What follows belongs to an exercise in optimizing a design on an open flow for small area, a short achievable clock period and few clock cycles per item; a production flow would make more cautious choices. Where RTL was checked, it was by simulation tests only, not by an equivalence proof against the original.

Setup of the previous run:
==> flow/design.v <==
module alu_add16 (input wire [15:0] a, b, input wire cin,
  output wire [15:0] sum, g, p);
  assign g = a & b;
  assign p = a ^ b;
  wire [15:0] g0 = {g[15:1], g[0] | (p[0] & cin)};
  wire [15:0] p0 = p;
  wire [15:0] g1, p1, g2, p2, g3, p3, g4, p4;
  genvar i;
  generate
    for (i = 0; i < 16; i = i + 1) begin : pre
      if (i % 2 == 1) begin
        assign g1[i] = g0[i] | (p0[i] & g0[i-1]);
        assign p1[i] = p0[i] & p0[i-1];
      end else begin
        assign g1[i] = g0[i];
        assign p1[i] = p0[i];
      end
      if (i % 4 >= 2) begin
        assign g2[i] = g1[i] | (p1[i] & g1[(i/4)*4+1]);
        assign p2[i] = p1[i] & p1[(i/4)*4+1];
      end else begin
        assign g2[i] = g1[i];
        assign p2[i] = p1[i];
      end
      if (i % 8 >= 4) begin
        assign g3[i] = g2[i] | (p2[i] & g2[(i/8)*8+3]);
        assign p3[i] = p2[i] & p2[(i/8)*8+3];
      end else begin
        assign g3[i] = g2[i];
        assign p3[i] = p2[i];
      end
      if (i % 16 >= 8) begin
        assign g4[i] = g3[i] | (p3[i] & g3[7]);
        assign p4[i] = p3[i] & p3[7];
      end else begin
        assign g4[i] = g3[i];
        assign p4[i] = p3[i];
      end
    end
  endgenerate
  assign sum = p ^ {g4[14:0], cin};
endmodule
module mproc (input wire clk, reset, input wire [15:0] ins, output wire [15:0] addr,
  output wire halted, wb_en, output wire [2:0] wb_addr, output wire [15:0] wb_data);
  reg [15:0] rf [0:7];
  reg [15:0] pc;
  reg        x_v;       
  reg        x_h;       
  reg        x_sub;     
  reg        x_log;     
  reg        x_or;      
  reg [2:0]  x_d;
  reg [15:0] x_a, x_b;  
  reg        x_fa, x_fb;  
  reg        x_ka, x_kb;  
  reg        x_ia, x_ib;  
  reg        rf_reset;    
  wire       is_alu = ins[15:11] == 5'd0;
  wire [2:0] f_a = ins[2:0];
  wire [2:0] f_b = ins[5:3];
  always @(posedge clk) begin
    if (reset) begin
      pc  <= 16'd0;
      x_v <= 1'b0;
      x_h <= 1'b0;
    end else if (!x_h) begin
      pc  <= pc + 16'd1;
      x_v <= is_alu;
      x_h <= !is_alu;
    end
    x_sub <= ins[10:9] == 2'b01;
    x_log <= ins[10];
    x_or  <= ins[9];
    x_d   <= ins[8:6];
    x_a   <= rf[f_a];
    x_b   <= rf[f_b];
    x_fa  <= x_v & (f_a == x_d);
    x_fb  <= x_v & (f_b == x_d);
    x_ka  <= !rf_reset & !(x_v & (f_a == x_d));
    x_kb  <= !rf_reset & !(x_v & (f_b == x_d));
    x_ia  <= rf_reset & (f_a == 3'd0);
    x_ib  <= rf_reset & (f_b == 3'd0);
    rf_reset <= reset;
  end
  reg  [15:0] wb_data_r;
  wire [15:0] va = ({16{x_fa}} & wb_data_r) | ({16{x_ka}} & x_a) | {16{x_ia}};
  wire [15:0] vb = (({16{x_fb}} & wb_data_r) | ({16{x_kb}} & x_b) | {16{x_ib}}) ^ {16{x_sub}};
  wire [15:0] sum, g, p;
  alu_add16 add (va, vb, x_sub, sum, g, p);
  wire [15:0] res = x_log ? (x_or ? (g | p) : g) : sum;
  wire [15:0] wd0 = res | {16{rf_reset}};
  wire [15:0] wdx = res & ~{16{rf_reset}};
  integer i;
  always @(posedge clk) begin
    if (rf_reset | (x_v & x_d == 3'd0)) rf[0] <= wd0;
    for (i = 1; i < 8; i = i + 1)
      if (rf_reset | (x_v & x_d == i)) rf[i] <= wdx;
  end
  reg        wb_en_r, halted_r;
  reg [2:0]  wb_addr_r;
  always @(posedge clk) begin
    wb_en_r   <= x_v & !reset;
    halted_r  <= x_h & !reset;
    wb_addr_r <= x_d;
    wb_data_r <= res;
  end
  assign addr    = pc;
  assign halted  = halted_r;
  assign wb_en   = wb_en_r;
  assign wb_addr = wb_addr_r;
  assign wb_data = wb_data_r;
endmodule
Settings: LEC_CHECK=0, ABC_AREA=1, CAP_MARGIN=20, CORE_MARGIN=2, CORE_UTILIZATION=40, SLEW_MARGIN=20; clock period 12.0 ns.
standard.sh (not shown) runs the stock make flow with config.mk's settings and CLKGATE_MAP_FILE= SYNTH_SCRIPT=/design/flow/synth_recipe.tcl, a recipe that flattens the netlist after the stock synthesis.
==> flow/flow/run.sh <==
#!/bin/bash
# The standard layout, with timing repair aiming past the design's period:
# repair_timing works until the setup slack is at least SETUP_SLACK_MARGIN.
set -euo pipefail
bash standard.sh SETUP_SLACK_MARGIN=8.5 finish > standard_flow.log 2>&1
Here is what was changed in the inputs of the current run compared with the previous run.
diff --git a/flow/design.v b/flow/design.v
--- a/flow/design.v
+++ b/flow/design.v
@@ -49,16 +49,12 @@
   reg        x_sub;     
   reg        x_log;     
   reg        x_or;      
   reg [2:0]  x_d;
-  reg [15:0] x_a, x_b;  
-  reg        x_fa, x_fb;  
-  reg        x_ka, x_kb;  
-  reg        x_ia, x_ib;  
-  reg        rf_reset;    
+  reg [7:0]  x_sa, x_sb;  
+  reg        rf_reset;  
   wire       is_alu = ins[15:11] == 5'd0;
-  wire [2:0] f_a = ins[2:0];
-  wire [2:0] f_b = ins[5:3];
+  integer i;
   always @(posedge clk) begin
     if (reset) begin
       pc  <= 16'd0;
       x_v <= 1'b0;
@@ -71,34 +67,37 @@
     x_sub <= ins[10:9] == 2'b01;
     x_log <= ins[10];
     x_or  <= ins[9];
     x_d   <= ins[8:6];
-    x_a   <= rf[f_a];
-    x_b   <= rf[f_b];
-    x_fa  <= x_v & (f_a == x_d);
-    x_fb  <= x_v & (f_b == x_d);
-    x_ka  <= !rf_reset & !(x_v & (f_a == x_d));
-    x_kb  <= !rf_reset & !(x_v & (f_b == x_d));
-    x_ia  <= rf_reset & (f_a == 3'd0);
-    x_ib  <= rf_reset & (f_b == 3'd0);
+    for (i = 0; i < 8; i = i + 1) begin
+      x_sa[i] <= ins[2:0] == i;
+      x_sb[i] <= ins[5:3] == i;
+    end
     rf_reset <= reset;
   end
-  reg  [15:0] wb_data_r;
-  wire [15:0] va = ({16{x_fa}} & wb_data_r) | ({16{x_ka}} & x_a) | {16{x_ia}};
-  wire [15:0] vb = (({16{x_fb}} & wb_data_r) | ({16{x_kb}} & x_b) | {16{x_ib}}) ^ {16{x_sub}};
+  reg [15:0] va, vb0;
+  always @(*) begin
+    va  = 16'd0;
+    vb0 = 16'd0;
+    for (i = 0; i < 8; i = i + 1) begin
+      va  = va  | ({16{x_sa[i]}} & rf[i]);
+      vb0 = vb0 | ({16{x_sb[i]}} & rf[i]);
+    end
+  end
+  wire [15:0] vb = vb0 ^ {16{x_sub}};
   wire [15:0] sum, g, p;
   alu_add16 add (va, vb, x_sub, sum, g, p);
   wire [15:0] res = x_log ? (x_or ? (g | p) : g) : sum;
   wire [15:0] wd0 = res | {16{rf_reset}};
   wire [15:0] wdx = res & ~{16{rf_reset}};
-  integer i;
   always @(posedge clk) begin
     if (rf_reset | (x_v & x_d == 3'd0)) rf[0] <= wd0;
     for (i = 1; i < 8; i = i + 1)
       if (rf_reset | (x_v & x_d == i)) rf[i] <= wdx;
   end
   reg        wb_en_r, halted_r;
   reg [2:0]  wb_addr_r;
+  reg [15:0] wb_data_r;
   always @(posedge clk) begin
     wb_en_r   <= x_v & !reset;
     halted_r  <= x_h & !reset;
     wb_addr_r <= x_d;
--- outcome ---
- Cell area after placement (lower): the current run
- The final layout from the current run, which completed every stage, passed the timing, DRC and antenna checks at the end of the flow.
- Run comparison: the previous run most common library cell in the layout ignoring fill and taps sky130_fd_sc_hd__inv_1; the current run most common library cell in the layout ignoring fill and taps sky130_fd_sc_hd__nand2_1
- Compared the current run vs the previous run, and cell area after synthesis is down in the current run.
- Looking at critical-path maximum fanout, the current run sits 12 lower than the previous run does.
- Fraction of area in multi-input gates, the current run and the previous run: larger value in the current run
- Summary: highest achievable clock rate, the current run better than the previous run
Testbench counts of the current run, summed over its fixed seeds: cycles 29,394, instrs 28,434.
The RTL of the previous run was laid out without a check of its function.

re-timing with driven ports:
The results above use ideal ports. As a check the final layouts listed here were re-extracted and re-timed, cells and wires unchanged. Step 1 assumes that a clkbuf_16 drives the clock port and a buf_2 every other input. Step 2, shift: input delay + t, output delay - t, t = (earliest + latest rising clock arrival at the registers) / 2. This alone moves slack from input paths to output paths. a / b / c = ideal ports / drivers / drivers and shift; a / b = the first two.
run	shift t [ns]	setup WS [ns]	latest minus earliest clock arrival (ns)	cell pins on the clock port's net
the previous run	0.546	8.503 / 8.492 / 7.973	0.019 / 0.019	1
the current run	0.481	8.527 / 8.483 / 8.245	0.011 / 0.010	1
After both steps setup and hold are still met in every run listed. The setup slack of the previous run, which loses most, moves by -0.011 ns with the drivers and by -0.530 ns with both steps.
